This design comes from an exercise in tuning for small area, a short achievable clock period and few clock cycles per item on the open sky130 flow, not from production work.
In this exercise RTL edits were held to simulation tests only and were not proved equivalent to the original.
Power is estimated from default activity; no workload was simulated.

==> inputs of tundra <==
## div_iter
module div_iter (
  input div_clk,
  input resetn,
  input div,
  input div_signed,
  input [31:0] x,
  input [31:0] y,
  output [31:0] s,
  output [31:0] r,
  output reg complete
  );
==> module div_iter, before the edit <==
module div_iter (
  input div_clk,
  input resetn,
  input div,
  input div_signed,
  input [31:0] x,
  input [31:0] y,
  output [31:0] s,
  output [31:0] r,
  output reg complete
  );
  localparam IDLE = 2'd0, ALIGN = 2'd1, ITER = 2'd2, FIX = 2'd3;
  reg [1:0]  st;
  reg [31:0] R;
  reg [31:0] Q;
  reg [32:0] D;
  reg [5:0]  xl;
  reg [5:0]  yl;
  reg [4:0]  cnt;
  wire xneg = div_signed & x[31];
  wire yneg = div_signed & y[31];
  wire sneg = xneg ^ yneg;
  wire [31:0] x_abs = xneg ? (~x + 32'd1) : x;
  wire [31:0] y_abs = yneg ? (~y + 32'd1) : y;
  wire [31:0] x_c   = xneg ? ~x : x;
  wire [31:0] y_c   = yneg ? ~y : y;
  function [5:0] blen;
    input [31:0] v;
    integer i;
    begin
      blen = 6'd0;
      for (i = 0; i < 32; i = i + 1)
        if (v[i]) blen = i + 1;
    end
  endfunction
  wire [5:0] xl_in = blen(x_c) + {5'd0, xneg};
  wire [5:0] yl_in = blen(y_c) | {5'd0, yneg & ~|y_c};
  wire [6:0] kdiff = {1'b0, xl} - {1'b0, yl};
  wire       q_zero = kdiff[6];
  wire       y_zero = (yl == 6'd0) & ~yneg;
  wire [4:0] k = kdiff[4:0];
  wire [33:0] t = {2'b00, R} - {1'b0, D};
  wire        qbit = ~t[33];
  wire [31:0] r_neg = ~R + 32'd1;
  wire [31:0] q_neg = ~Q + 32'd1;
  always @(posedge div_clk) begin
    if (!resetn) begin
      st       <= IDLE;
      complete <= 1'b0;
    end else begin
      complete <= 1'b0;
      case (st)
        IDLE: begin
          if (div) begin
            R  <= x_abs;
            D  <= {1'b0, y_abs};
            xl <= xl_in;
            yl <= yl_in;
            st <= ALIGN;
          end
        end
        ALIGN: begin
          Q   <= 32'd0;
          cnt <= k;
          if (y_zero) begin
            R        <= x;
            Q        <= sneg ? 32'd1 : 32'hffffffff;
            complete <= 1'b1;
            st       <= IDLE;
          end else if (q_zero) begin
            R        <= x;
            complete <= 1'b1;
            st       <= IDLE;
          end else begin
            D  <= D << k;
            st <= ITER;
          end
        end
        ITER: begin
          if (qbit) R <= t[31:0];
          Q   <= {Q[30:0], qbit};
          D   <= D >> 1;
          cnt <= cnt - 5'd1;
          if (cnt == 5'd0) begin
            if (xneg | sneg) st <= FIX;
            else begin
              complete <= 1'b1;
              st       <= IDLE;
            end
          end
        end
        FIX: begin
          if (xneg) R <= r_neg;
          if (sneg) Q <= q_neg;
          complete <= 1'b1;
          st       <= IDLE;
        end
      endcase
    end
  end
  assign s = Q;
  assign r = R;
endmodule
clock: 5.0 ns
lec_check: 0
cap_margin: 20
core_margin: 2
core_utilization: 40
slew_margin: 20
run.sh (not shown) runs the stock make flow with config.mk's settings and CLKGATE_MAP_FILE= SYNTH_SCRIPT=/design/flow/synth_recipe.tcl, a recipe that flattens the netlist after the stock synthesis.
==> inputs of amber, as changes to tundra <==
==> flow/design.v (replaced) <==
`timescale 1ns / 1ps
module div_iter (
  input div_clk,
  input resetn,
  input div,
  input div_signed,
  input [31:0] x,
  input [31:0] y,
  output [31:0] s,
  output [31:0] r,
  output reg complete
  );
  localparam IDLE = 3'd0, ALIGN = 3'd1, ITER = 3'd2, FIX1 = 3'd3, FIX2 = 3'd4;
  genvar l, i;
  reg [2:0]  st;
  reg [31:0] R;
  reg [31:0] Q;
  reg [32:0] D;      
  reg [5:0]  cnt;    
  reg        xn;     
  reg        sn;     
  reg        yp;     
  reg        yz;     
  reg        sp;     
  wire xneg = div_signed & x[31];
  wire yneg = div_signed & y[31];
  wire [31:0] x_c = x ^ {32{xneg}};
  wire [31:0] y_c = y ^ {32{yneg}};
  function [5:0] blen;
    input [31:0] v;
    integer j;
    begin
      blen = 6'd0;
      for (j = 0; j < 32; j = j + 1)
        if (v[j]) blen = j + 1;
    end
  endfunction
  wire [5:0] xl = blen(x_c);
  wire [5:0] yl = blen(y_c) | {5'd0, yneg & ~|y_c};
  wire [6:0] kdiff = {1'b0, xl} - {1'b0, yl};
  wire [6:0] kq    = {1'b0, xl} + {6'd0, xneg} - {1'b0, yl};
  wire [4:0]  k  = cnt[4:0] & {5{~cnt[5]}};
  wire        yf = ~yneg;
  wire [32:0] d0 = {1'b1, y ^ {32{yf}}};
  wire [32:0] d1 = k[0] ? {d0[31:0], yf}        : d0;
  wire [32:0] d2 = k[1] ? {d1[30:0], {2{yf}}}   : d1;
  wire [32:0] d3 = k[2] ? {d2[28:0], {4{yf}}}   : d2;
  wire [32:0] d4 = k[3] ? {d3[24:0], {8{yf}}}   : d3;
  wire [32:0] d5 = k[4] ? {d4[16:0], {16{yf}}}  : d4;
  wire [34:0] pa = {1'b1, D, 1'b0} ^ {2'b00, R, 1'b0};
  wire [34:0] ga = ({1'b1, D, 1'b0} & {2'b00, R, 1'b0}) | {34'd0, yp};
  wire [33:0] t = {2'b00, R} + {1'b1, D} + {33'd0, yp};
  wire        qbit = ~t[33];
  wire        special = &(pa[34:1] ^ ga[33:0]);
  wire [31:0] qv = Q ^ {32{sn}};
  wire [32:0] qc;
  assign qc[0] = sn ^ sp;
  generate
    for (i = 0; i < 32; i = i + 1) begin : inc_
      assign qc[i+1] = qc[i] & qv[i];
    end
  endgenerate
  wire [31:0] q_fix = qv ^ qc[31:0];
  always @(posedge div_clk) begin
    if (!resetn) begin
      st       <= IDLE;
      complete <= 1'b0;
    end else begin
      complete <= 1'b0;
      case (st)
        IDLE: begin
          if (div) begin
            R   <= x;
            Q   <= 32'd0;
            cnt <= kdiff[5:0];
            xn  <= xneg;
            sn  <= xneg ^ yneg;
            yp  <= ~yneg;
            yz  <= ~|y;
            sp  <= 1'b0;
            if (kq[6]) begin
              complete <= 1'b1;
              st       <= IDLE;
            end else
              st <= ALIGN;
          end
        end
        ALIGN: begin
          R <= x_c;
          D <= d5;
          if (yz) begin
            Q <= 32'hffffffff;
            if (sn)
              st <= FIX2;
            else begin
              complete <= 1'b1;
              st       <= IDLE;
            end
          end else if (cnt[5])
            st <= FIX1;
          else
            st <= ITER;
        end
        ITER: begin
          if (qbit) R <= t[31:0];
          Q   <= {Q[30:0], qbit};
          cnt <= cnt - 6'd1;
          if (cnt != 6'd0)
            D <= {1'b1, D[32:1]};
          else if (xn)
            st <= FIX1;
          else if (sn)
            st <= FIX2;
          else begin
            complete <= 1'b1;
            st       <= IDLE;
          end
        end
        FIX1: begin
          sp <= special;
          st <= FIX2;
        end
        default: begin
          if (xn) R <= sp ? 32'd0 : ~R;
          Q        <= q_fix;
          complete <= 1'b1;
          st       <= IDLE;
        end
      endcase
    end
  end
  assign s = Q;
  assign r = R;
endmodule
==> flow/flow/run.sh (new file) <==
#!/bin/bash
# The standard layout with two changes to how it is made:
# - synthesis maps adders as plain logic (no half/full adder cells), so that
#   abc sees and balances whole carry paths;
# - every port still gets a buffer, but the smallest plain buffer (buf_1)
#   rather than the delay buffer the resizer picks by default.
set -euo pipefail
bash standard.sh ADDER_MAP_FILE= "BUFFER_PORTS_ARGS=-buffer_cell sky130_fd_sc_hd__buf_1" finish > standard.log 2>&1
==> flow/standard.sh (new file) <==
#!/bin/bash
# synth_recipe.tcl (not shown) runs the flow's synth.tcl, then flattens the netlist and writes it again
# the make line also repeats each setting of config.mk as NAME=value (left out here)
make -C /OpenROAD-flow-scripts/flow DESIGN_CONFIG=/design/flow/config.mk WORK_HOME=/design/flow/orfs CLKGATE_MAP_FILE= SYNTH_SCRIPT=/design/flow/synth_recipe.tcl "${@:-finish}"
CORE_UTILIZATION = 60   (was 40)
SETUP_SLACK_MARGIN = 1.5   (was not set)
removed: flow/run.sh
==> summary of the runs <==
Against tundra, the synthesized cell count of amber is higher by about 0.25%.
Between amber and tundra, the lower routed wire length is in amber (gap 1.1%, measured against tundra).
Between tundra and amber, the lower combinational power is in amber (gap about 43%, measured against amber).
In tundra the non-clock buffer count is lower than in amber, by 104.
Against tundra, the fmax of amber is higher by about 15%.
tundra ran to the end with no violations. amber finished clean.
In amber the setup slack is better than in tundra, by 0.55 ns.
In amber the sequential share of layout area is lower than in tundra, by 0.17 points.
==> figures <==
item                                                                      tundra           amber
Power Sequential                                                         1.54 mW         1.35 mW
Count of sequential standard cells                                           117             112
FF-to-FF setup slack                                                     0.86 ns         1.41 ns
Final design area excluding fillers                                   0.0151 mm²      0.0145 mm²
Run status                                              timing/DRC/antenna clean  timing/DRC/antenna clean
Sw Share                                                                   0.418           0.412
DR vias                                                                    12800           13100
Placed cell areas                                                     0.0145 mm²      0.0129 mm²
Iteration-0 DRC Markers                                                     1035            1335
Number of standard cells in the layout, taps in and fillers out             2091            2041
Sequential power share                                                     0.280           0.338
Logic power comb                                                         2.68 mW         1.87 mW
Detailed-routing iteration count for the pre-antenna-repair pass               6               5
Critical path origin                                              R[0]$_DFFE_PP_  D[4]$_DFFE_PP_
Worst voltage drop across the vdd grid                                    297 µV          164 µV
Die outline height                                                        183 µm          147 µm
Testbench counts of tundra, summed over its fixed seeds: cycles 40,093, divs 4,800.
Testbench counts of amber, summed over its fixed seeds: cycles 37,988, divs 4,800.

==> port drivers added, routing unchanged <==
Ports are ideal in the flow. The routed layouts listed here were re-timed in OpenROAD. Step 1: set_driving_cell puts a clkbuf_16 on div_clk and a buf_2 on each other input, an assumption about the parent block. Step 2 moves the port delays by t, midway between the first and last clock arrival at a register: inputs arrive t later, outputs are due t later. That takes back most of the time a late clock gives input paths. Slacks: no drivers / after step 1 / after step 2; pairs: no drivers / after step 1.
| run | shift t [ns] | setup slack, ns | hold WS [ns] | worst setup path after step 2 | worst data-port slew with drivers (ns) |
|---|---|---|---|---|---|
| tundra | 0.483 | 0.864 / 0.864 / 0.543 | 0.609 / 0.609 / 0.609 | input to register | 0.05 |
| amber | 0.412 | 1.413 / 1.413 / 1.085 | 0.675 / 0.675 / 0.675 | input to register | 0.07 |
After both steps every run listed still meets setup and hold. The setup slack of amber, which loses most, moves by 0.000 ns with the drivers and by -0.328 ns with both steps.
